Background: an optimization exercise with open tools, aiming at small area and a short achievable clock period. Do not read the settings as production practice. The RTL was checked by simulation tests, not by an equivalence proof against the original design. Power is estimated from default activity; no workload was simulated.

<file path="flow/config.mk">
export PLATFORM = sky130hd
export DESIGN_NAME = riscv_core_ref
export DESIGN_NICKNAME = riscv_core_ref
export VERILOG_FILES = /design/flow/design.v
export SDC_FILE = /design/flow/constraint.sdc
export NUM_CORES = 4
export LEC_CHECK = 0
export CAP_MARGIN = 20
export CORE_MARGIN = 2
export CORE_UTILIZATION = 55
export CTS_BUF_LIST = sky130_fd_sc_hd__clkbuf_8
export PLACE_DENSITY = 0.7
export SETUP_SLACK_MARGIN = 3.5
export SLEW_MARGIN = 20
export SYNTH_HIERARCHICAL = 1
</file>
<file path="flow/constraint.sdc">
create_clock -name core_clock -period 12.0 [get_ports {clk}]
set_input_delay 2.4000 -clock core_clock [delete_from_list [all_inputs] [get_ports {clk}]]
set_output_delay 2.4000 -clock core_clock [all_outputs]
set_load 0.01 [all_outputs]
</file>
<file path="flow/design.v">
module riscv_core_ref (
input clk,
input rstn,
output [31:0] instr_mem_addr,
input  [31:0] instr_mem_rdata,
output [31:0] data_mem_addr,
output        data_mem_write,
output [31:0] data_mem_wdata,
input  [31:0] data_mem_rdata
);
wire [31:0] ins = instr_mem_rdata;
wire [6:0]  op  = ins[6:0];
wire [2:0]  f3  = ins[14:12];
wire [4:0]  rd  = ins[11:7];
wire [4:0]  ra  = ins[19:15];
wire [4:0]  rb  = ins[24:20];
wire        sg  = ins[31];
wire op_lui   = (op == 7'b0110111);
wire op_auipc = (op == 7'b0010111);
wire op_jal   = (op == 7'b1101111);
wire op_jalr  = (op == 7'b1100111) & (f3 == 3'b000);
wire op_br    = (op == 7'b1100011) & (f3[2:1] != 2'b01);
wire op_imm   = (op == 7'b0010011) &
                ((f3 == 3'b001) ? (ins[31:26] == 6'b000000) :
                 (f3 == 3'b101) ? ((ins[31:26] == 6'b000000) | (ins[31:26] == 6'b010000)) :
                 1'b1);
wire op_reg   = (op == 7'b0110011) &
                ((ins[31:25] == 7'b0000000) |
                 ((ins[31:25] == 7'b0100000) & ((f3 == 3'b000) | (f3 == 3'b101))));
wire op_load  = (op == 7'b0000011) & (f3 != 3'b011) & (f3[2:1] != 2'b11);
wire op_store = (op == 7'b0100011) & (f3[2] == 1'b0) & (f3[1:0] != 2'b11);
wire op_link  = op_jal | op_jalr;
wire rf_we    = (op_lui | op_auipc | op_link | op_imm | op_reg | op_load) & (rd != 5'd0);
wire [31:0] i_im = {{21{sg}}, ins[30:20]};
wire [31:0] s_im = {{21{sg}}, ins[30:25], ins[11:7]};
wire [31:0] b_im = {{20{sg}}, ins[7], ins[30:25], ins[11:8], 1'b0};
wire [31:0] u_im = {ins[31:12], 12'b0};
wire [31:0] j_im = {{12{sg}}, ins[19:12], ins[20], ins[30:21], 1'b0};
reg  [31:0] rf [1:31];
reg  [31:1] vld;
wire [31:0] wd;
wire [31:0] wdn = ~wd;
wire [3:0] pa_lo, pb_lo;
wire [7:0] pa_hi, pb_hi;
genvar gi, gj;
generate
for (gi = 0; gi < 4; gi = gi + 1) begin : g_plo
    assign pa_lo[gi] = (ra[1:0] == gi);
    assign pb_lo[gi] = (rb[1:0] == gi);
end
for (gi = 0; gi < 8; gi = gi + 1) begin : g_phi
    assign pa_hi[gi] = (ra[4:2] == gi);
    assign pb_hi[gi] = (rb[4:2] == gi);
end
endgenerate
wire [31:1] sna, snb;
generate
for (gi = 1; gi < 32; gi = gi + 1) begin : g_rf
    c_nand3 u_sa (.a(vld[gi]), .b(pa_lo[gi % 4]), .c(pa_hi[gi / 4]), .y(sna[gi]));
    c_nand3 u_sb (.a(vld[gi]), .b(pb_lo[gi % 4]), .c(pb_hi[gi / 4]), .y(snb[gi]));
    always @(posedge clk) begin
        if (rf_we && rd == gi) rf[gi] <= wdn;
    end
end
endgenerate
always @(posedge clk or negedge rstn) begin
    if (!rstn) vld <= 31'b0;
    else if (rf_we) vld[rd] <= 1'b1;
end
wire [31:0] rsa_n, rsb_n;
generate
for (gj = 0; gj < 32; gj = gj + 1) begin : g_rd
    wire [31:1] qn;
    for (gi = 1; gi < 32; gi = gi + 1) begin : g_q
        assign qn[gi] = rf[gi][gj];
    end
    rf_rd_bit u_a (.qn(qn), .sn(sna), .yn(rsa_n[gj]));
    rf_rd_bit u_b (.qn(qn), .sn(snb), .yn(rsb_n[gj]));
end
endgenerate
wire [31:0] rsa = ~rsa_n;
wire [31:0] rsb = ~rsb_n;
reg  [31:1] pc;
wire [31:0] pc_w   = {pc, 1'b0};
wire [31:0] pc4    = pc_w + 32'd4;
wire [31:0] pc_imm = ins[3] ? j_im : (ins[2] ? u_im : b_im);
wire [31:0] pc_sum = pc_w + pc_imm;
wire [31:0] ag_im = op_store ? s_im : i_im;
wire [31:0] ag;
agu_add u_agu (.an(rsa_n), .bn(~ag_im), .s(ag));
wire        use_imm = ~ins[5];                   
wire [31:0] opb     = use_imm ? i_im : rsb;
wire        do_sub  = ins[6] | (f3[2:1] == 2'b01) | (ins[5] & ins[30] & (f3 == 3'b000));
wire [32:0] diff    = {1'b0, rsa} + {1'b0, opb ^ {32{do_sub}}} + {32'b0, do_sub};
wire [31:0] sum     = diff[31:0];
wire        ltu     = ~diff[32];
wire        lt      = (rsa[31] ^ opb[31]) ? rsa[31] : sum[31];
wire        eq      = (rsa == rsb);
wire [4:0]  shamt   = opb[4:0];
wire        sh_left = ~f3[2];
wire        sh_fill = ins[30] & rsa[31];
reg  [31:0] sh_in;
integer m;
always @(*) for (m = 0; m < 32; m = m + 1) sh_in[m] = sh_left ? rsa[31-m] : rsa[m];
wire [31:0] sh_r    = $signed({sh_fill & ~sh_left, sh_in}) >>> shamt;
reg  [31:0] sh_out;
always @(*) for (m = 0; m < 32; m = m + 1) sh_out[m] = sh_left ? sh_r[31-m] : sh_r[m];
reg [31:0] alu;
always @(*) begin
    case (f3)
        3'b000: alu = sum;
        3'b001: alu = sh_out;
        3'b010: alu = {31'b0, lt};
        3'b011: alu = {31'b0, ltu};
        3'b100: alu = rsa ^ opb;
        3'b101: alu = sh_out;
        3'b110: alu = rsa | opb;
        default: alu = rsa & opb;
    endcase
end
wire br_c  = f3[2] ? (f3[1] ? ltu : lt) : eq;
wire taken = op_jal | (op_br & (br_c ^ f3[0]));
wire [31:1] pc_nxt = op_jalr ? ag[31:1] : taken ? pc_sum[31:1] : pc4[31:1];
always @(posedge clk or negedge rstn) begin
    if (!rstn) pc <= 31'b0;
    else       pc <= pc_nxt;
end
wire [1:0]  ab  = ag[1:0];
wire [15:0] ldh = ab[1] ? data_mem_rdata[31:16] : data_mem_rdata[15:0];
wire [7:0]  ldb = ab[0] ? ldh[15:8] : ldh[7:0];
reg  [31:0] ld;
always @(*) begin
    case (f3[1:0])
        2'b00:   ld = {{24{ldb[7] & ~f3[2]}}, ldb};
        2'b01:   ld = {{16{ldh[15] & ~f3[2]}}, ldh};
        default: ld = data_mem_rdata;
    endcase
end
assign wd = op_load  ? ld :
            op_lui   ? u_im :
            op_auipc ? pc_sum :
            op_link  ? pc4 :
                       alu;
reg [3:0] wm_tt [0:3];
integer v, kk;
reg [1:0] abv;
always @(*) begin
    for (kk = 0; kk < 4; kk = kk + 1) begin
        for (v = 0; v < 4; v = v + 1) begin
            abv = v[1:0] + s_im[1:0];
            wm_tt[kk][v] = op_store & (f3[1] | (f3[0] ? (abv[1] == kk[1]) : (abv == kk[1:0])));
        end
    end
end
wire [3:0] wm;
genvar gk;
generate
for (gk = 0; gk < 4; gk = gk + 1) begin : g_wm
    c_mux4 u_wm (.d0(wm_tt[gk][3]), .d1(wm_tt[gk][2]), .d2(wm_tt[gk][1]), .d3(wm_tt[gk][0]),
                 .s0(rsa_n[0]), .s1(rsa_n[1]), .y(wm[gk]));
end
endgenerate
wire [31:0] st = f3[1] ? rsb : f3[0] ? {2{rsb[15:0]}} : {4{rsb[7:0]}};
assign data_mem_wdata[7:0]   = wm[0] ? st[7:0]   : data_mem_rdata[7:0];
assign data_mem_wdata[15:8]  = wm[1] ? st[15:8]  : data_mem_rdata[15:8];
assign data_mem_wdata[23:16] = wm[2] ? st[23:16] : data_mem_rdata[23:16];
assign data_mem_wdata[31:24] = wm[3] ? st[31:24] : data_mem_rdata[31:24];
assign data_mem_write = op_store;
assign data_mem_addr  = {ag[31:2], 2'b00};
assign instr_mem_addr = pc_w;
endmodule
module rf_rd_bit (input [31:1] qn, input [31:1] sn, output yn);
wire [15:0] p;
wire [7:0]  q;
wire [1:0]  r;
c_nor2 u_p0 (.a(qn[1]), .b(sn[1]), .y(p[0]));
genvar i;
generate
for (i = 1; i < 16; i = i + 1) begin : g_p
    c_o22ai u_p (.a1(qn[2*i]), .a2(sn[2*i]), .b1(qn[2*i+1]), .b2(sn[2*i+1]), .y(p[i]));
end
for (i = 0; i < 8; i = i + 1) begin : g_q
    c_nor2 u_q (.a(p[2*i]), .b(p[2*i+1]), .y(q[i]));
end
for (i = 0; i < 2; i = i + 1) begin : g_r
    c_nand4 u_r (.a(q[4*i]), .b(q[4*i+1]), .c(q[4*i+2]), .d(q[4*i+3]), .y(r[i]));
end
endgenerate
c_nor2 u_y (.a(r[0]), .b(r[1]), .y(yn));
endmodule
module agu_add (input [31:0] an, input [31:0] bn, output [31:0] s);
wire n1;
wire n2;
wire n3;
wire n4;
wire n5;
wire n6;
wire n7;
wire n8;
wire n9;
wire n10;
wire n11;
wire n12;
wire n13;
wire n14;
wire n15;
wire n16;
wire n17;
wire n18;
wire n19;
wire n20;
wire n21;
wire n22;
wire n23;
wire n24;
wire n25;
wire n26;
wire n27;
wire n28;
wire n29;
wire n30;
wire n31;
wire n32;
wire n33;
wire n34;
wire n35;
wire n36;
wire n37;
wire n38;
wire n39;
wire n40;
wire n41;
wire n42;
wire n43;
wire n44;
wire n45;
wire n46;
wire n47;
wire n48;
wire n49;
wire n50;
wire n51;
wire n52;
wire n53;
wire n54;
wire n55;
wire n56;
wire n57;
wire n58;
wire n59;
wire n60;
wire n61;
wire n62;
wire n63;
wire n64;
wire n65;
wire n66;
wire n67;
wire n68;
wire n69;
wire n70;
wire n71;
wire n72;
wire n73;
wire n74;
wire n75;
wire n76;
wire n77;
wire n78;
wire n79;
wire n80;
wire n81;
wire n82;
wire n83;
wire n84;
wire n85;
wire n86;
wire n87;
wire n88;
wire n89;
wire n90;
wire n91;
wire n92;
wire n93;
wire n94;
wire n95;
wire n96;
wire n97;
wire n98;
wire n99;
wire n100;
wire n101;
wire n102;
wire n103;
wire n104;
wire n105;
wire n106;
wire n107;
wire n108;
wire n109;
wire n110;
wire n111;
wire n112;
wire n113;
wire n114;
wire n115;
wire n116;
wire n117;
wire n118;
wire n119;
wire n120;
wire n121;
wire n122;
wire n123;
wire n124;
wire n125;
wire n126;
wire n127;
wire n128;
wire n129;
wire n130;
wire n131;
wire n132;
wire n133;
wire n134;
wire n135;
wire n136;
wire n137;
wire n138;
wire n139;
wire n140;
wire n141;
wire n142;
wire n143;
wire n144;
wire n145;
wire n146;
wire n147;
wire n148;
wire n149;
wire n150;
wire n151;
wire n152;
wire n153;
wire n154;
wire n155;
wire n156;
wire n157;
wire n158;
wire n159;
wire n160;
wire n161;
wire n162;
wire n163;
wire n164;
wire n165;
wire n166;
wire n167;
wire n168;
wire n169;
wire n170;
wire n171;
wire n172;
wire n173;
wire n174;
wire n175;
wire n176;
wire n177;
wire n178;
wire n179;
wire n180;
wire n181;
wire n182;
wire n183;
wire n184;
wire n185;
wire n186;
wire n187;
wire n188;
wire n189;
wire n190;
wire n191;
wire n192;
wire n193;
wire n194;
wire n195;
wire n196;
wire n197;
wire n198;
wire n199;
wire n200;
wire n201;
wire n202;
wire n203;
wire n204;
wire n205;
wire n206;
wire n207;
wire n208;
wire n209;
wire n210;
wire n211;
wire n212;
wire n213;
wire n214;
wire n215;
wire n216;
wire n217;
wire n218;
wire n219;
wire n220;
wire n221;
wire n222;
wire n223;
wire n224;
wire n225;
wire n226;
wire n227;
wire n228;
wire n229;
wire n230;
wire n231;
wire n232;
wire n233;
wire n234;
wire n235;
wire n236;
wire n237;
wire n238;
wire n239;
wire n240;
wire n241;
wire n242;
wire n243;
wire n244;
wire n245;
wire n246;
wire n247;
wire n248;
wire n249;
wire n250;
wire n251;
wire n252;
wire n253;
wire n254;
wire n255;
wire n256;
wire n257;
wire n258;
wire n259;
wire n260;
wire n261;
wire n262;
wire n263;
wire n264;
wire n265;
wire n266;
wire n267;
wire n268;
wire n269;
wire n270;
wire n271;
wire n272;
wire n273;
wire n274;
wire n275;
wire n276;
wire n277;
wire n278;
wire n279;
wire n280;
wire n281;
wire n282;
wire n283;
wire n284;
wire n285;
wire n286;
wire n287;
wire n288;
wire n289;
wire n290;
wire n291;
wire n292;
wire n293;
wire n294;
wire n295;
wire n296;
wire n297;
wire n298;
wire n299;
wire n300;
wire n301;
wire n302;
wire n303;
wire n304;
wire n305;
wire n306;
wire n307;
wire n308;
wire n309;
wire n310;
wire n311;
wire n312;
wire n313;
wire n314;
wire n315;
wire n316;
wire n317;
wire n318;
wire n319;
wire n320;
wire n321;
wire n322;
wire n323;
wire n324;
wire n325;
wire n326;
wire n327;
wire n328;
wire n329;
wire n330;
wire s331;
wire s332;
wire s333;
wire s334;
wire s335;
wire s336;
wire s337;
wire s338;
wire s339;
wire s340;
wire s341;
wire s342;
wire s343;
wire s344;
wire s345;
wire s346;
wire s347;
wire s348;
wire s349;
wire s350;
wire s351;
wire s352;
wire s353;
wire s354;
wire s355;
wire s356;
wire s357;
wire s358;
wire s359;
wire s360;
wire s361;
c_nor2 u0 (.a(an[0]), .b(bn[0]), .y(n1));
c_xor2 u1 (.a(an[0]), .b(bn[0]), .y(n2));
c_nor2 u2 (.a(an[1]), .b(bn[1]), .y(n3));
c_nand2 u3 (.a(an[1]), .b(bn[1]), .y(n4));
c_xor2 u4 (.a(an[1]), .b(bn[1]), .y(n5));
c_nor2 u5 (.a(an[2]), .b(bn[2]), .y(n6));
c_nand2 u6 (.a(an[2]), .b(bn[2]), .y(n7));
c_xor2 u7 (.a(an[2]), .b(bn[2]), .y(n8));
c_nor2 u8 (.a(an[3]), .b(bn[3]), .y(n9));
c_nand2 u9 (.a(an[3]), .b(bn[3]), .y(n10));
c_xor2 u10 (.a(an[3]), .b(bn[3]), .y(n11));
c_nor2 u11 (.a(an[4]), .b(bn[4]), .y(n12));
c_nand2 u12 (.a(an[4]), .b(bn[4]), .y(n13));
c_xor2 u13 (.a(an[4]), .b(bn[4]), .y(n14));
c_nor2 u14 (.a(an[5]), .b(bn[5]), .y(n15));
c_nand2 u15 (.a(an[5]), .b(bn[5]), .y(n16));
c_xor2 u16 (.a(an[5]), .b(bn[5]), .y(n17));
c_nor2 u17 (.a(an[6]), .b(bn[6]), .y(n18));
c_nand2 u18 (.a(an[6]), .b(bn[6]), .y(n19));
c_xor2 u19 (.a(an[6]), .b(bn[6]), .y(n20));
c_nor2 u20 (.a(an[7]), .b(bn[7]), .y(n21));
c_nand2 u21 (.a(an[7]), .b(bn[7]), .y(n22));
c_xor2 u22 (.a(an[7]), .b(bn[7]), .y(n23));
c_nor2 u23 (.a(an[8]), .b(bn[8]), .y(n24));
c_nand2 u24 (.a(an[8]), .b(bn[8]), .y(n25));
c_xor2 u25 (.a(an[8]), .b(bn[8]), .y(n26));
c_nor2 u26 (.a(an[9]), .b(bn[9]), .y(n27));
c_nand2 u27 (.a(an[9]), .b(bn[9]), .y(n28));
c_xor2 u28 (.a(an[9]), .b(bn[9]), .y(n29));
c_nor2 u29 (.a(an[10]), .b(bn[10]), .y(n30));
c_nand2 u30 (.a(an[10]), .b(bn[10]), .y(n31));
c_xor2 u31 (.a(an[10]), .b(bn[10]), .y(n32));
c_nor2 u32 (.a(an[11]), .b(bn[11]), .y(n33));
c_nand2 u33 (.a(an[11]), .b(bn[11]), .y(n34));
c_xor2 u34 (.a(an[11]), .b(bn[11]), .y(n35));
c_nor2 u35 (.a(an[12]), .b(bn[12]), .y(n36));
c_nand2 u36 (.a(an[12]), .b(bn[12]), .y(n37));
c_xor2 u37 (.a(an[12]), .b(bn[12]), .y(n38));
c_nor2 u38 (.a(an[13]), .b(bn[13]), .y(n39));
c_nand2 u39 (.a(an[13]), .b(bn[13]), .y(n40));
c_xor2 u40 (.a(an[13]), .b(bn[13]), .y(n41));
c_nor2 u41 (.a(an[14]), .b(bn[14]), .y(n42));
c_nand2 u42 (.a(an[14]), .b(bn[14]), .y(n43));
c_xor2 u43 (.a(an[14]), .b(bn[14]), .y(n44));
c_nor2 u44 (.a(an[15]), .b(bn[15]), .y(n45));
c_nand2 u45 (.a(an[15]), .b(bn[15]), .y(n46));
c_xor2 u46 (.a(an[15]), .b(bn[15]), .y(n47));
c_nor2 u47 (.a(an[16]), .b(bn[16]), .y(n48));
c_nand2 u48 (.a(an[16]), .b(bn[16]), .y(n49));
c_xor2 u49 (.a(an[16]), .b(bn[16]), .y(n50));
c_nor2 u50 (.a(an[17]), .b(bn[17]), .y(n51));
c_nand2 u51 (.a(an[17]), .b(bn[17]), .y(n52));
c_xor2 u52 (.a(an[17]), .b(bn[17]), .y(n53));
c_nor2 u53 (.a(an[18]), .b(bn[18]), .y(n54));
c_nand2 u54 (.a(an[18]), .b(bn[18]), .y(n55));
c_xor2 u55 (.a(an[18]), .b(bn[18]), .y(n56));
c_nor2 u56 (.a(an[19]), .b(bn[19]), .y(n57));
c_nand2 u57 (.a(an[19]), .b(bn[19]), .y(n58));
c_xor2 u58 (.a(an[19]), .b(bn[19]), .y(n59));
c_nor2 u59 (.a(an[20]), .b(bn[20]), .y(n60));
c_nand2 u60 (.a(an[20]), .b(bn[20]), .y(n61));
c_xor2 u61 (.a(an[20]), .b(bn[20]), .y(n62));
c_nor2 u62 (.a(an[21]), .b(bn[21]), .y(n63));
c_nand2 u63 (.a(an[21]), .b(bn[21]), .y(n64));
c_xor2 u64 (.a(an[21]), .b(bn[21]), .y(n65));
c_nor2 u65 (.a(an[22]), .b(bn[22]), .y(n66));
c_nand2 u66 (.a(an[22]), .b(bn[22]), .y(n67));
c_xor2 u67 (.a(an[22]), .b(bn[22]), .y(n68));
c_nor2 u68 (.a(an[23]), .b(bn[23]), .y(n69));
c_nand2 u69 (.a(an[23]), .b(bn[23]), .y(n70));
c_xor2 u70 (.a(an[23]), .b(bn[23]), .y(n71));
c_nor2 u71 (.a(an[24]), .b(bn[24]), .y(n72));
c_nand2 u72 (.a(an[24]), .b(bn[24]), .y(n73));
c_xor2 u73 (.a(an[24]), .b(bn[24]), .y(n74));
c_nor2 u74 (.a(an[25]), .b(bn[25]), .y(n75));
c_nand2 u75 (.a(an[25]), .b(bn[25]), .y(n76));
c_xor2 u76 (.a(an[25]), .b(bn[25]), .y(n77));
c_nor2 u77 (.a(an[26]), .b(bn[26]), .y(n78));
c_nand2 u78 (.a(an[26]), .b(bn[26]), .y(n79));
c_xor2 u79 (.a(an[26]), .b(bn[26]), .y(n80));
c_nor2 u80 (.a(an[27]), .b(bn[27]), .y(n81));
c_nand2 u81 (.a(an[27]), .b(bn[27]), .y(n82));
c_xor2 u82 (.a(an[27]), .b(bn[27]), .y(n83));
c_nor2 u83 (.a(an[28]), .b(bn[28]), .y(n84));
c_nand2 u84 (.a(an[28]), .b(bn[28]), .y(n85));
c_xor2 u85 (.a(an[28]), .b(bn[28]), .y(n86));
c_nor2 u86 (.a(an[29]), .b(bn[29]), .y(n87));
c_nand2 u87 (.a(an[29]), .b(bn[29]), .y(n88));
c_xor2 u88 (.a(an[29]), .b(bn[29]), .y(n89));
c_nor2 u89 (.a(an[30]), .b(bn[30]), .y(n90));
c_nand2 u90 (.a(an[30]), .b(bn[30]), .y(n91));
c_xor2 u91 (.a(an[30]), .b(bn[30]), .y(n92));
c_nor2 u92 (.a(an[31]), .b(bn[31]), .y(n93));
c_nand2 u93 (.a(an[31]), .b(bn[31]), .y(n94));
c_xor2 u94 (.a(an[31]), .b(bn[31]), .y(n95));
c_a21oi u95 (.a1(n4), .a2(n1), .b1(n3), .y(n96));
c_a21oi u96 (.a1(n7), .a2(n3), .b1(n6), .y(n97));
c_nand2 u97 (.a(n7), .b(n4), .y(n98));
c_a21oi u98 (.a1(n10), .a2(n6), .b1(n9), .y(n99));
c_nand2 u99 (.a(n10), .b(n7), .y(n100));
c_a21oi u100 (.a1(n13), .a2(n9), .b1(n12), .y(n101));
c_nand2 u101 (.a(n13), .b(n10), .y(n102));
c_a21oi u102 (.a1(n16), .a2(n12), .b1(n15), .y(n103));
c_nand2 u103 (.a(n16), .b(n13), .y(n104));
c_a21oi u104 (.a1(n19), .a2(n15), .b1(n18), .y(n105));
c_nand2 u105 (.a(n19), .b(n16), .y(n106));
c_a21oi u106 (.a1(n22), .a2(n18), .b1(n21), .y(n107));
c_nand2 u107 (.a(n22), .b(n19), .y(n108));
c_a21oi u108 (.a1(n25), .a2(n21), .b1(n24), .y(n109));
c_nand2 u109 (.a(n25), .b(n22), .y(n110));
c_a21oi u110 (.a1(n28), .a2(n24), .b1(n27), .y(n111));
c_nand2 u111 (.a(n28), .b(n25), .y(n112));
c_a21oi u112 (.a1(n31), .a2(n27), .b1(n30), .y(n113));
c_nand2 u113 (.a(n31), .b(n28), .y(n114));
c_a21oi u114 (.a1(n34), .a2(n30), .b1(n33), .y(n115));
c_nand2 u115 (.a(n34), .b(n31), .y(n116));
c_a21oi u116 (.a1(n37), .a2(n33), .b1(n36), .y(n117));
c_nand2 u117 (.a(n37), .b(n34), .y(n118));
c_a21oi u118 (.a1(n40), .a2(n36), .b1(n39), .y(n119));
c_nand2 u119 (.a(n40), .b(n37), .y(n120));
c_a21oi u120 (.a1(n43), .a2(n39), .b1(n42), .y(n121));
c_nand2 u121 (.a(n43), .b(n40), .y(n122));
c_a21oi u122 (.a1(n46), .a2(n42), .b1(n45), .y(n123));
c_nand2 u123 (.a(n46), .b(n43), .y(n124));
c_a21oi u124 (.a1(n49), .a2(n45), .b1(n48), .y(n125));
c_nand2 u125 (.a(n49), .b(n46), .y(n126));
c_a21oi u126 (.a1(n52), .a2(n48), .b1(n51), .y(n127));
c_nand2 u127 (.a(n52), .b(n49), .y(n128));
c_a21oi u128 (.a1(n55), .a2(n51), .b1(n54), .y(n129));
c_nand2 u129 (.a(n55), .b(n52), .y(n130));
c_a21oi u130 (.a1(n58), .a2(n54), .b1(n57), .y(n131));
c_nand2 u131 (.a(n58), .b(n55), .y(n132));
c_a21oi u132 (.a1(n61), .a2(n57), .b1(n60), .y(n133));
c_nand2 u133 (.a(n61), .b(n58), .y(n134));
c_a21oi u134 (.a1(n64), .a2(n60), .b1(n63), .y(n135));
c_nand2 u135 (.a(n64), .b(n61), .y(n136));
c_a21oi u136 (.a1(n67), .a2(n63), .b1(n66), .y(n137));
c_nand2 u137 (.a(n67), .b(n64), .y(n138));
c_a21oi u138 (.a1(n70), .a2(n66), .b1(n69), .y(n139));
c_nand2 u139 (.a(n70), .b(n67), .y(n140));
c_a21oi u140 (.a1(n73), .a2(n69), .b1(n72), .y(n141));
c_nand2 u141 (.a(n73), .b(n70), .y(n142));
c_a21oi u142 (.a1(n76), .a2(n72), .b1(n75), .y(n143));
c_nand2 u143 (.a(n76), .b(n73), .y(n144));
c_a21oi u144 (.a1(n79), .a2(n75), .b1(n78), .y(n145));
c_nand2 u145 (.a(n79), .b(n76), .y(n146));
c_a21oi u146 (.a1(n82), .a2(n78), .b1(n81), .y(n147));
c_nand2 u147 (.a(n82), .b(n79), .y(n148));
c_a21oi u148 (.a1(n85), .a2(n81), .b1(n84), .y(n149));
c_nand2 u149 (.a(n85), .b(n82), .y(n150));
c_a21oi u150 (.a1(n88), .a2(n84), .b1(n87), .y(n151));
c_nand2 u151 (.a(n88), .b(n85), .y(n152));
c_a21oi u152 (.a1(n91), .a2(n87), .b1(n90), .y(n153));
c_nand2 u153 (.a(n91), .b(n88), .y(n154));
c_a21oi u154 (.a1(n94), .a2(n90), .b1(n93), .y(n155));
c_nand2 u155 (.a(n94), .b(n91), .y(n156));
c_inv u156 (.a(n1), .y(n157));
c_o21ai u157 (.a1(n98), .a2(n157), .b1(n97), .y(n158));
c_o21ai u158 (.a1(n100), .a2(n96), .b1(n99), .y(n159));
c_o21ai u159 (.a1(n102), .a2(n97), .b1(n101), .y(n160));
c_nor2 u160 (.a(n102), .b(n98), .y(n161));
c_o21ai u161 (.a1(n104), .a2(n99), .b1(n103), .y(n162));
c_nor2 u162 (.a(n104), .b(n100), .y(n163));
c_o21ai u163 (.a1(n106), .a2(n101), .b1(n105), .y(n164));
c_nor2 u164 (.a(n106), .b(n102), .y(n165));
c_o21ai u165 (.a1(n108), .a2(n103), .b1(n107), .y(n166));
c_nor2 u166 (.a(n108), .b(n104), .y(n167));
c_o21ai u167 (.a1(n110), .a2(n105), .b1(n109), .y(n168));
c_nor2 u168 (.a(n110), .b(n106), .y(n169));
c_o21ai u169 (.a1(n112), .a2(n107), .b1(n111), .y(n170));
c_nor2 u170 (.a(n112), .b(n108), .y(n171));
c_o21ai u171 (.a1(n114), .a2(n109), .b1(n113), .y(n172));
c_nor2 u172 (.a(n114), .b(n110), .y(n173));
c_o21ai u173 (.a1(n116), .a2(n111), .b1(n115), .y(n174));
c_nor2 u174 (.a(n116), .b(n112), .y(n175));
c_o21ai u175 (.a1(n118), .a2(n113), .b1(n117), .y(n176));
c_nor2 u176 (.a(n118), .b(n114), .y(n177));
c_o21ai u177 (.a1(n120), .a2(n115), .b1(n119), .y(n178));
c_nor2 u178 (.a(n120), .b(n116), .y(n179));
c_o21ai u179 (.a1(n122), .a2(n117), .b1(n121), .y(n180));
c_nor2 u180 (.a(n122), .b(n118), .y(n181));
c_o21ai u181 (.a1(n124), .a2(n119), .b1(n123), .y(n182));
c_nor2 u182 (.a(n124), .b(n120), .y(n183));
c_o21ai u183 (.a1(n126), .a2(n121), .b1(n125), .y(n184));
c_nor2 u184 (.a(n126), .b(n122), .y(n185));
c_o21ai u185 (.a1(n128), .a2(n123), .b1(n127), .y(n186));
c_nor2 u186 (.a(n128), .b(n124), .y(n187));
c_o21ai u187 (.a1(n130), .a2(n125), .b1(n129), .y(n188));
c_nor2 u188 (.a(n130), .b(n126), .y(n189));
c_o21ai u189 (.a1(n132), .a2(n127), .b1(n131), .y(n190));
c_nor2 u190 (.a(n132), .b(n128), .y(n191));
c_o21ai u191 (.a1(n134), .a2(n129), .b1(n133), .y(n192));
c_nor2 u192 (.a(n134), .b(n130), .y(n193));
c_o21ai u193 (.a1(n136), .a2(n131), .b1(n135), .y(n194));
c_nor2 u194 (.a(n136), .b(n132), .y(n195));
c_o21ai u195 (.a1(n138), .a2(n133), .b1(n137), .y(n196));
c_nor2 u196 (.a(n138), .b(n134), .y(n197));
c_o21ai u197 (.a1(n140), .a2(n135), .b1(n139), .y(n198));
c_nor2 u198 (.a(n140), .b(n136), .y(n199));
c_o21ai u199 (.a1(n142), .a2(n137), .b1(n141), .y(n200));
c_nor2 u200 (.a(n142), .b(n138), .y(n201));
c_o21ai u201 (.a1(n144), .a2(n139), .b1(n143), .y(n202));
c_nor2 u202 (.a(n144), .b(n140), .y(n203));
c_o21ai u203 (.a1(n146), .a2(n141), .b1(n145), .y(n204));
c_nor2 u204 (.a(n146), .b(n142), .y(n205));
c_o21ai u205 (.a1(n148), .a2(n143), .b1(n147), .y(n206));
c_nor2 u206 (.a(n148), .b(n144), .y(n207));
c_o21ai u207 (.a1(n150), .a2(n145), .b1(n149), .y(n208));
c_nor2 u208 (.a(n150), .b(n146), .y(n209));
c_o21ai u209 (.a1(n152), .a2(n147), .b1(n151), .y(n210));
c_nor2 u210 (.a(n152), .b(n148), .y(n211));
c_o21ai u211 (.a1(n154), .a2(n149), .b1(n153), .y(n212));
c_nor2 u212 (.a(n154), .b(n150), .y(n213));
c_o21ai u213 (.a1(n156), .a2(n151), .b1(n155), .y(n214));
c_nor2 u214 (.a(n156), .b(n152), .y(n215));
c_a21oi u215 (.a1(n161), .a2(n1), .b1(n160), .y(n216));
c_inv u216 (.a(n96), .y(n217));
c_a21oi u217 (.a1(n163), .a2(n217), .b1(n162), .y(n218));
c_a21oi u218 (.a1(n165), .a2(n158), .b1(n164), .y(n219));
c_a21oi u219 (.a1(n167), .a2(n159), .b1(n166), .y(n220));
c_a21oi u220 (.a1(n169), .a2(n160), .b1(n168), .y(n221));
c_nand2 u221 (.a(n169), .b(n161), .y(n222));
c_a21oi u222 (.a1(n171), .a2(n162), .b1(n170), .y(n223));
c_nand2 u223 (.a(n171), .b(n163), .y(n224));
c_a21oi u224 (.a1(n173), .a2(n164), .b1(n172), .y(n225));
c_nand2 u225 (.a(n173), .b(n165), .y(n226));
c_a21oi u226 (.a1(n175), .a2(n166), .b1(n174), .y(n227));
c_nand2 u227 (.a(n175), .b(n167), .y(n228));
c_a21oi u228 (.a1(n177), .a2(n168), .b1(n176), .y(n229));
c_nand2 u229 (.a(n177), .b(n169), .y(n230));
c_a21oi u230 (.a1(n179), .a2(n170), .b1(n178), .y(n231));
c_nand2 u231 (.a(n179), .b(n171), .y(n232));
c_a21oi u232 (.a1(n181), .a2(n172), .b1(n180), .y(n233));
c_nand2 u233 (.a(n181), .b(n173), .y(n234));
c_a21oi u234 (.a1(n183), .a2(n174), .b1(n182), .y(n235));
c_nand2 u235 (.a(n183), .b(n175), .y(n236));
c_a21oi u236 (.a1(n185), .a2(n176), .b1(n184), .y(n237));
c_nand2 u237 (.a(n185), .b(n177), .y(n238));
c_a21oi u238 (.a1(n187), .a2(n178), .b1(n186), .y(n239));
c_nand2 u239 (.a(n187), .b(n179), .y(n240));
c_a21oi u240 (.a1(n189), .a2(n180), .b1(n188), .y(n241));
c_nand2 u241 (.a(n189), .b(n181), .y(n242));
c_a21oi u242 (.a1(n191), .a2(n182), .b1(n190), .y(n243));
c_nand2 u243 (.a(n191), .b(n183), .y(n244));
c_a21oi u244 (.a1(n193), .a2(n184), .b1(n192), .y(n245));
c_nand2 u245 (.a(n193), .b(n185), .y(n246));
c_a21oi u246 (.a1(n195), .a2(n186), .b1(n194), .y(n247));
c_nand2 u247 (.a(n195), .b(n187), .y(n248));
c_a21oi u248 (.a1(n197), .a2(n188), .b1(n196), .y(n249));
c_nand2 u249 (.a(n197), .b(n189), .y(n250));
c_a21oi u250 (.a1(n199), .a2(n190), .b1(n198), .y(n251));
c_nand2 u251 (.a(n199), .b(n191), .y(n252));
c_a21oi u252 (.a1(n201), .a2(n192), .b1(n200), .y(n253));
c_nand2 u253 (.a(n201), .b(n193), .y(n254));
c_a21oi u254 (.a1(n203), .a2(n194), .b1(n202), .y(n255));
c_nand2 u255 (.a(n203), .b(n195), .y(n256));
c_a21oi u256 (.a1(n205), .a2(n196), .b1(n204), .y(n257));
c_nand2 u257 (.a(n205), .b(n197), .y(n258));
c_a21oi u258 (.a1(n207), .a2(n198), .b1(n206), .y(n259));
c_nand2 u259 (.a(n207), .b(n199), .y(n260));
c_a21oi u260 (.a1(n209), .a2(n200), .b1(n208), .y(n261));
c_nand2 u261 (.a(n209), .b(n201), .y(n262));
c_a21oi u262 (.a1(n211), .a2(n202), .b1(n210), .y(n263));
c_nand2 u263 (.a(n211), .b(n203), .y(n264));
c_a21oi u264 (.a1(n213), .a2(n204), .b1(n212), .y(n265));
c_nand2 u265 (.a(n213), .b(n205), .y(n266));
c_a21oi u266 (.a1(n215), .a2(n206), .b1(n214), .y(n267));
c_nand2 u267 (.a(n215), .b(n207), .y(n268));
c_o21ai u268 (.a1(n222), .a2(n157), .b1(n221), .y(n269));
c_o21ai u269 (.a1(n224), .a2(n96), .b1(n223), .y(n270));
c_inv u270 (.a(n158), .y(n271));
c_o21ai u271 (.a1(n226), .a2(n271), .b1(n225), .y(n272));
c_inv u272 (.a(n159), .y(n273));
c_o21ai u273 (.a1(n228), .a2(n273), .b1(n227), .y(n274));
c_o21ai u274 (.a1(n230), .a2(n216), .b1(n229), .y(n275));
c_o21ai u275 (.a1(n232), .a2(n218), .b1(n231), .y(n276));
c_o21ai u276 (.a1(n234), .a2(n219), .b1(n233), .y(n277));
c_o21ai u277 (.a1(n236), .a2(n220), .b1(n235), .y(n278));
c_o21ai u278 (.a1(n238), .a2(n221), .b1(n237), .y(n279));
c_nor2 u279 (.a(n238), .b(n222), .y(n280));
c_o21ai u280 (.a1(n240), .a2(n223), .b1(n239), .y(n281));
c_nor2 u281 (.a(n240), .b(n224), .y(n282));
c_o21ai u282 (.a1(n242), .a2(n225), .b1(n241), .y(n283));
c_nor2 u283 (.a(n242), .b(n226), .y(n284));
c_o21ai u284 (.a1(n244), .a2(n227), .b1(n243), .y(n285));
c_nor2 u285 (.a(n244), .b(n228), .y(n286));
c_o21ai u286 (.a1(n246), .a2(n229), .b1(n245), .y(n287));
c_nor2 u287 (.a(n246), .b(n230), .y(n288));
c_o21ai u288 (.a1(n248), .a2(n231), .b1(n247), .y(n289));
c_nor2 u289 (.a(n248), .b(n232), .y(n290));
c_o21ai u290 (.a1(n250), .a2(n233), .b1(n249), .y(n291));
c_nor2 u291 (.a(n250), .b(n234), .y(n292));
c_o21ai u292 (.a1(n252), .a2(n235), .b1(n251), .y(n293));
c_nor2 u293 (.a(n252), .b(n236), .y(n294));
c_o21ai u294 (.a1(n254), .a2(n237), .b1(n253), .y(n295));
c_nor2 u295 (.a(n254), .b(n238), .y(n296));
c_o21ai u296 (.a1(n256), .a2(n239), .b1(n255), .y(n297));
c_nor2 u297 (.a(n256), .b(n240), .y(n298));
c_o21ai u298 (.a1(n258), .a2(n241), .b1(n257), .y(n299));
c_nor2 u299 (.a(n258), .b(n242), .y(n300));
c_o21ai u300 (.a1(n260), .a2(n243), .b1(n259), .y(n301));
c_nor2 u301 (.a(n260), .b(n244), .y(n302));
c_o21ai u302 (.a1(n262), .a2(n245), .b1(n261), .y(n303));
c_nor2 u303 (.a(n262), .b(n246), .y(n304));
c_o21ai u304 (.a1(n264), .a2(n247), .b1(n263), .y(n305));
c_nor2 u305 (.a(n264), .b(n248), .y(n306));
c_o21ai u306 (.a1(n266), .a2(n249), .b1(n265), .y(n307));
c_nor2 u307 (.a(n266), .b(n250), .y(n308));
c_o21ai u308 (.a1(n268), .a2(n251), .b1(n267), .y(n309));
c_nor2 u309 (.a(n268), .b(n252), .y(n310));
c_a21oi u310 (.a1(n280), .a2(n1), .b1(n279), .y(n311));
c_a21oi u311 (.a1(n282), .a2(n217), .b1(n281), .y(n312));
c_a21oi u312 (.a1(n284), .a2(n158), .b1(n283), .y(n313));
c_a21oi u313 (.a1(n286), .a2(n159), .b1(n285), .y(n314));
c_inv u314 (.a(n216), .y(n315));
c_a21oi u315 (.a1(n288), .a2(n315), .b1(n287), .y(n316));
c_inv u316 (.a(n218), .y(n317));
c_a21oi u317 (.a1(n290), .a2(n317), .b1(n289), .y(n318));
c_inv u318 (.a(n219), .y(n319));
c_a21oi u319 (.a1(n292), .a2(n319), .b1(n291), .y(n320));
c_inv u320 (.a(n220), .y(n321));
c_a21oi u321 (.a1(n294), .a2(n321), .b1(n293), .y(n322));
c_a21oi u322 (.a1(n296), .a2(n269), .b1(n295), .y(n323));
c_a21oi u323 (.a1(n298), .a2(n270), .b1(n297), .y(n324));
c_a21oi u324 (.a1(n300), .a2(n272), .b1(n299), .y(n325));
c_a21oi u325 (.a1(n302), .a2(n274), .b1(n301), .y(n326));
c_a21oi u326 (.a1(n304), .a2(n275), .b1(n303), .y(n327));
c_a21oi u327 (.a1(n306), .a2(n276), .b1(n305), .y(n328));
c_a21oi u328 (.a1(n308), .a2(n277), .b1(n307), .y(n329));
c_a21oi u329 (.a1(n310), .a2(n278), .b1(n309), .y(n330));
c_xor2 u330 (.a(n5), .b(n1), .y(s331));
c_xnor2 u331 (.a(n8), .b(n96), .y(s332));
c_xor2 u332 (.a(n11), .b(n158), .y(s333));
c_xor2 u333 (.a(n14), .b(n159), .y(s334));
c_xnor2 u334 (.a(n17), .b(n216), .y(s335));
c_xnor2 u335 (.a(n20), .b(n218), .y(s336));
c_xnor2 u336 (.a(n23), .b(n219), .y(s337));
c_xnor2 u337 (.a(n26), .b(n220), .y(s338));
c_xor2 u338 (.a(n29), .b(n269), .y(s339));
c_xor2 u339 (.a(n32), .b(n270), .y(s340));
c_xor2 u340 (.a(n35), .b(n272), .y(s341));
c_xor2 u341 (.a(n38), .b(n274), .y(s342));
c_xor2 u342 (.a(n41), .b(n275), .y(s343));
c_xor2 u343 (.a(n44), .b(n276), .y(s344));
c_xor2 u344 (.a(n47), .b(n277), .y(s345));
c_xor2 u345 (.a(n50), .b(n278), .y(s346));
c_xnor2 u346 (.a(n53), .b(n311), .y(s347));
c_xnor2 u347 (.a(n56), .b(n312), .y(s348));
c_xnor2 u348 (.a(n59), .b(n313), .y(s349));
c_xnor2 u349 (.a(n62), .b(n314), .y(s350));
c_xnor2 u350 (.a(n65), .b(n316), .y(s351));
c_xnor2 u351 (.a(n68), .b(n318), .y(s352));
c_xnor2 u352 (.a(n71), .b(n320), .y(s353));
c_xnor2 u353 (.a(n74), .b(n322), .y(s354));
c_xnor2 u354 (.a(n77), .b(n323), .y(s355));
c_xnor2 u355 (.a(n80), .b(n324), .y(s356));
c_xnor2 u356 (.a(n83), .b(n325), .y(s357));
c_xnor2 u357 (.a(n86), .b(n326), .y(s358));
c_xnor2 u358 (.a(n89), .b(n327), .y(s359));
c_xnor2 u359 (.a(n92), .b(n328), .y(s360));
c_xnor2 u360 (.a(n95), .b(n329), .y(s361));
assign s[0] = n2;
assign s[1] = s331;
assign s[2] = s332;
assign s[3] = s333;
assign s[4] = s334;
assign s[5] = s335;
assign s[6] = s336;
assign s[7] = s337;
assign s[8] = s338;
assign s[9] = s339;
assign s[10] = s340;
assign s[11] = s341;
assign s[12] = s342;
assign s[13] = s343;
assign s[14] = s344;
assign s[15] = s345;
assign s[16] = s346;
assign s[17] = s347;
assign s[18] = s348;
assign s[19] = s349;
assign s[20] = s350;
assign s[21] = s351;
assign s[22] = s352;
assign s[23] = s353;
assign s[24] = s354;
assign s[25] = s355;
assign s[26] = s356;
assign s[27] = s357;
assign s[28] = s358;
assign s[29] = s359;
assign s[30] = s360;
assign s[31] = s361;
endmodule
module c_inv (input a, output y);
assign y = ~a;
endmodule
module c_nand2 (input a, input b, output y);
assign y = ~(a & b);
endmodule
module c_nor2 (input a, input b, output y);
assign y = ~(a | b);
endmodule
module c_nand3 (input a, input b, input c, output y);
assign y = ~(a & b & c);
endmodule
module c_nand4 (input a, input b, input c, input d, output y);
assign y = ~(a & b & c & d);
endmodule
module c_a21oi (input a1, input a2, input b1, output y);
assign y = ~((a1 & a2) | b1);
endmodule
module c_o21ai (input a1, input a2, input b1, output y);
assign y = ~((a1 | a2) & b1);
endmodule
module c_o22ai (input a1, input a2, input b1, input b2, output y);
assign y = ~((a1 | a2) & (b1 | b2));
endmodule
module c_xor2 (input a, input b, output y);
assign y = a ^ b;
endmodule
module c_mux4 (input d0, input d1, input d2, input d3, input s0, input s1, output y);
assign y = s1 ? (s0 ? d3 : d2) : (s0 ? d1 : d0);
endmodule
module c_xnor2 (input a, input b, output y);
assign y = ~(a ^ b);
endmodule
</file>
<file path="flow/run.sh">
#!/bin/bash
# synth_recipe.tcl (not shown) runs the flow's synth.tcl, then flattens the netlist and writes it again
# the make line also repeats each setting of config.mk as NAME=value (left out here)
make -C /OpenROAD-flow-scripts/flow DESIGN_CONFIG=/design/flow/config.mk WORK_HOME=/design/flow/orfs CLKGATE_MAP_FILE= SYNTH_SCRIPT=/design/flow/synth_recipe.tcl finish
</file>
==> results of run 1 <==
[cell usage in the layout (no fill, tap or decap), types with 50 or more instances in the layout]
cell type	n
a21oi_1	204
a21oi_2	76
buf_12	59
buf_4	302
buf_6	50
clkbuf_8	172
clkdlybuf4s50_1	116
dfrtp_1	62
edfxtp_1	992
ha_1	139
inv_1	169
mux2i_1	105
nand2_1	265
nand3_1	72
nand4_1	143
nor2_1	797
nor2_4	66
o21ai_0	157
o22ai_1	972
xnor2_1	89
xor2_1	94
[sequential cells by signal (all words and copies together) (netlist names)]
name  flops
rf      992
vld      31
pc       31
[cell families (layout without fill, tap and decap cells)]
| family | after synthesis | count (layout) | share of synthesized area (%) |
|---|---|---|---|
| AO/OA/AOI/OAI | 1823 | 1826 | 20.26 |
| XOR/XNOR | 213 | 213 | 3.270 |
| adder cells (fa/ha/maj) | 141 | 141 | 3.118 |
| buffers and inverters | 317 | 1016 | 2.379 |
| flip-flops | 1054 | 1054 | 54.93 |
| multiplexers | 174 | 175 | 3.581 |
| other | 1 | 12 | 0.006572 |
| AND/OR/NAND/NOR | 1634 | 1644 | 12.46 |
[through the flow]
stage	power (mW)	utilization, %	cells	setup slack, ns
after floorplan	5.284	-	5359	3.533
after global placement	6.126	60.27	6952	1.386
after detailed placement	6.126	60.27	6952	1.333
after CTS	9.024	65.53	7342	3.337
after global routing	9.434	67.49	7453	3.184
final	9.254	67.50	7461	3.183
[area by class of cell]
cell class	count	area, µm²	share of cell area [%]
inverter	130	501.7	0.7202
antenna	9	22.52	0.03233
clock buffer	171	2354	3.378
tap	1380	1727	2.478
sequential	1054	31340	44.99
clock inverter	127	738.2	1.060
timing repair buffer	587	6028	8.653
timing repair inverter	1	7.507	0.01078
multi-input combinational	4002	26950	38.68
[modules after synthesis, one instance, submodules excluded, excerpt]
module | cells | area [µm²] | flops+latches | times used
c_xnor2 | 1 | 8.758 | 0 | 20
c_inv | 1 | 3.754 | 0 | 8
c_a21oi | 1 | 8.758 | 0 | 72
c_mux4 | 1 | 22.52 | 0 | 4
c_nand3 | 1 | 5.005 | 0 | 62
c_nand2 | 1 | 3.754 | 0 | 82
c_nor2 | 1 | 3.754 | 0 | 713
[how the worst max path moves through the flow]
stage,cells after the start,from,slack (ns),end
after floorplan,22,instr_mem_rdata[22],3.53,rf[10][9]$_DFFE_PP_
after global placement,15,instr_mem_rdata[17],1.39,data_mem_addr[28]
after detailed placement,15,instr_mem_rdata[17],1.33,data_mem_addr[28]
after CTS,18,instr_mem_rdata[18],3.34,data_mem_addr[28]
after global routing,19,instr_mem_rdata[16],3.18,data_mem_addr[26]
final,14,instr_mem_rdata[21],3.18,data_mem_wdata[25]
[what timing repair did]
item,4_1_cts,5_1_grt
pin swaps,56,74
setup endpoints to repair,930,665
cloned,10,20
setup buffers,82,86
resized for setup,318,192
endpoints found under the hold margin,0,0
[critical path: cells and delay by family]
kind	cells	cell delay, ns
compound gates	3	0.69
buf+inv	5	1.74
mux	1	0.14
simple gates	5	1.38
[per-layer routing]
layer / up-vias / routed length (µm)
met3: 1640 / 46600
met2: 5626 / 118000
li1: 22310 / -
met5: - / 301
met1: 26430 / 88480
met4: 24 / 32540
[power by group]
| part | internal, mW | switching, mW |
|---|---|---|
| combinational | 0.654 | 1.38 |
| sequential | 4.17 | 0.122 |
| clock | 1.41 | 1.52 |
==> out/qor.txt, run 1 <==
worst min path class - register to register
critical path's slowest cell - nor2_4
CTS max path bufs - 3
sequential fraction of the synthesis area - 54.93%
Final HPWL DP - 184400 µm
Cell Area, Synth - 57060 µm²
WHS Endpoint - vld[30]$_DFFE_PN0P_
final hold vios - 0
area leader, netlist - edfxtp_1
CP required - 9.60 ns
Final Wtd Congestion - 1.152
CP Capture Type - output port
Iter 0 DRT Violations - 10260
CP Max Fanout - 31
Wirelength per Cell - 38.32 µm
fmax - 113.4 MHz
Worst-path clk slew - 0.07 ns
clock latency (worst-skew pair) - 0.94 ns
LEAKAGE - 24.86 nW
top-count cell post-synth - edfxtp_1
met1 Usage GRT - 59.94%
first-pass GRT wire length - 382400 µm
global route total overflow - 0
most used routing layer - met2
# fillers - 7759
Vias/cell - 7.510
R2R Path End - rf[22][29]$_DFFE_PP_
die width - 326.1 µm
critical setup path kind - input port to output port
CP arrival - 6.42 ns
status - no timing/DRC/antenna violations
asr flop ratio synth - 5.882%
met3 GRT Util - 19.08%
post-route ant nets - 0
final setup fails - 0
row count - 118
clk sink count - 1054
crit-path cells - clkdlybuf4s50_1 -> buf_4 -> nor2_4 -> nand3_2 -> buf_8 -> o22ai_1 -> nor2_1 -> nand4_1 -> nor2_1 -> buf_4 -> mux2i_1 -> o21ai_0 -> a21oi_4 -> clkdlybuf4s50_1
Pre-Repair DR Iteration Count - 9
DRC viols - 0
total track usage - 51.00%
ys flop type - edfxtp_1
via count - 56040
Pwr Density - 132.8 nW/µm²
RSZ-0062 raised after global routing - true
fin crit share - 73.47%
Reg2Reg Depth - 18
EDFF count, synth - 992
HP Start - vld[30]$_DFFE_PN0P_
CTS tree - built
type of origin of the critical path - input port
Die H - 326.1 µm
Unique masters post-synth - 83
total CTS buffers - 167
core box area - 103200 µm²
Top Ports - 163
synthesized instance count - 5357
initial antenna violation count - 17
die area - 106300 µm²
dpl cell area - 62200 µm²
largest net degree at the start of global routing - 63
r2r setup slk - 4.90 ns
# port buffers - 159
Clk Tree Root Cell - clkbuf_8
net count reported at finish - 6150
YS warnings - 11
crit-path max cell delay - 0.63 ns
area grow syn2layout - 22.10%
flops & latches, synth - 1054
CTS H-tree depth - 4
normalized max-slew margin - 2.631%
crit path time final - 8.817 ns
drt total wl - 285900 µm
fin. max-slew vios - 0
vias in the first global route - 51180
Tightest Pin Transition - 1.460 ns
commonest cells in the netlist - 992 x edfxtp_1, 975 x o22ai_1, 908 x nor2_1
Mean Syn Cell Area - 10.65 µm²
layout cells sized above 1 - 18.49%
hold path depth - 1
fin area - 69670 µm²
Clock Skews - 0.08953 ns
Area contributors post-synth - edfxtp_1 52%, o22ai_1 11%, nor2_1 6.0%, ha_1 3.0%, dfrtp_1 2.7%
worst vdd ir - 149.6 µV
TNS Setup - 0 ns
final worst hold slack - 0.5617 ns
R2R Path Start - vld[8]$_DFFE_PN0P_
initial core utilization - 55.29%
Max-Cap Viols - 0
Synth top area share - 52.21%
met2 usage - 74.96%
Post-CTS Hold Fix Bufs - 0
==> run 2: changes to the inputs <==
--- a/flow/config.mk
+++ b/flow/config.mk
@@ -10,6 +10,6 @@
 export CORE_UTILIZATION = 55
 export CTS_BUF_LIST = sky130_fd_sc_hd__clkbuf_8
 export PLACE_DENSITY = 0.7
-export SETUP_SLACK_MARGIN = 3.5
+export SETUP_SLACK_MARGIN = 5
 export SLEW_MARGIN = 20
 export SYNTH_HIERARCHICAL = 1
==> run 2 against run 1 <==
Against the previous run: the flow now stops in global routing; synthesized cell count is the same; area after synthesis is the same.
==> out/qor.txt, run 2 <==
CTS H-tree depth - 4 (unchanged)
asr flop ratio synth - 5.882% (unchanged)
YS warnings - 11 (unchanged)
global route total overflow - 9
ys flop type - edfxtp_1 (unchanged)
Mean Syn Cell Area - 10.65 µm² (unchanged)
top-count cell post-synth - edfxtp_1 (unchanged)
largest net degree at the start of global routing - 63
initial core utilization - 55.29% (unchanged)
Unique masters post-synth - 83 (unchanged)
Die H - 326.1 µm (unchanged)
clk sink count - 1054 (unchanged)
Final HPWL DP - 181000 µm (was 184400 µm)
sequential fraction of the synthesis area - 54.93% (unchanged)
Tool Error - [ERROR GRT-0232] Routing congestion too high. Check the congestion heatmap in the GUI.
synthesized instance count - 5357 (unchanged)
setup slack at placement - 1.311 ns (was 1.333 ns)
Synth top area share - 52.21% (unchanged)
last step reached - global routing
commonest cells in the netlist - 992 x edfxtp_1, 975 x o22ai_1, 908 x nor2_1 (unchanged)
EDFF count, synth - 992 (unchanged)
die width - 326.1 µm (unchanged)
# port buffers - 159 (unchanged)
Area contributors post-synth - edfxtp_1 52%, o22ai_1 11%, nor2_1 6.0%, ha_1 3.0%, dfrtp_1 2.7% (unchanged)
row count - 118 (unchanged)
Final Wtd Congestion - 1.140 (was 1.152)
Top Ports - 163 (unchanged)
status - stopped before the end (was no timing/DRC/antenna violations)
CTS max path bufs - 3 (unchanged)
total CTS buffers - 165 (was 167)
Post-CTS Hold Fix Bufs - 0 (unchanged)
Cell Area, Synth - 57060 µm² (unchanged)
area leader, netlist - edfxtp_1 (unchanged)
placed insts - 6881 (was 6952)
flops & latches, synth - 1054 (unchanged)
total track usage - 74.81%
Clk Tree Root Cell - clkbuf_8 (unchanged)
-- run 2: cell counts after synthesis --
Identical to the previous run, type by type.
-- run 2: power groups by stage --
stage                     Combinational, mW  Sequential (mW)  Clock [mW]
after floorplan                        1.02             4.33           0
after detailed placement               1.80             4.36           0
after CTS                              2.16             4.29        2.89
after global placement                 1.79             4.35           0
-- run 2: kinds of logic after synthesis --
family / Yosys count / share of synthesized area (%)
buffers and inverters: 317 / 2.379
and+or+nand+nor: 1634 / 12.46
other: 1 / 0.006572
xor gates and xnor gates: 213 / 3.270
AOI/OAI and AO/OA: 1823 / 20.26
adders and majority gates: 141 / 3.118
DFF: 1054 / 54.93
muxes: 174 / 3.581
-- run 2: metal layers --
| metal | overflow | track usage (%) |
|---|---|---|
| met2 | 2 | 87.39 |
| met1 | 1 | 76.23 |
| met3 | 0 | 64.15 |
| met5 | 0 | 41.88 |
| met4 | 6 | 69.03 |
-- run 2: how the worst max path moves through the flow --
stage,start,to,depth (start not counted),slack [ns]
floorplan,instr_mem_rdata[22],rf[10][26]$_DFFE_PP_,25,4.72
global placement,instr_mem_rdata[24],pc[12]$_DFF_PN0_,25,1.39
detailed placement,instr_mem_rdata[24],pc[12]$_DFF_PN0_,25,1.31
CTS,instr_mem_rdata[19],data_mem_addr[23],21,3.81
-- run 2: what timing repair did --
action | CTS
cloned | 90
endpoints found under the setup margin | 1086
pin swaps | 341
gates resized for setup | 995
setup buffers | 674
-- run 2: Yosys stat by module, one instance, submodules excluded, excerpt --
module	area [µm²]	times used
c_nand2	3.754	82
c_inv	3.754	8
c_o21ai	5.005	52
c_mux4	22.52	4
c_nor2	3.754	713
c_a21oi	8.758	72
-- run 2: stage by stage --
stage,area (µm²),utilization (%)
3_3_place_gp,63170,61.21
2_1_floorplan,59390,-
3_5_place_dp,63180,61.22
4_1_cts,77580,75.17

[port drivers added, routing unchanged]
No port has a modelled driver above. Below, the same layout with a new extraction and two added sets of constraints.
Step 1 assumes that a clkbuf_16 drives the clock port and a buf_2 every other input.
Step 2 times the ports against the registers' clock, not the clock port: input delays grow and output delays shrink by t, the midpoint of the rising clock arrivals with the driver on.
Slacks: no drivers / after step 1 / after step 2; pairs: no drivers / after step 1.
run: run 1
t (ns): 0.970
setup WS [ns]: 3.183 / 3.160 / 2.441
clock arrival spread, ns: 0.089 / 0.089
pins driven straight from the clock port: 1
After both steps setup and hold are still met in run 1. The setup slack of run 1 moves by -0.023 ns with the drivers and by -0.742 ns with both steps.
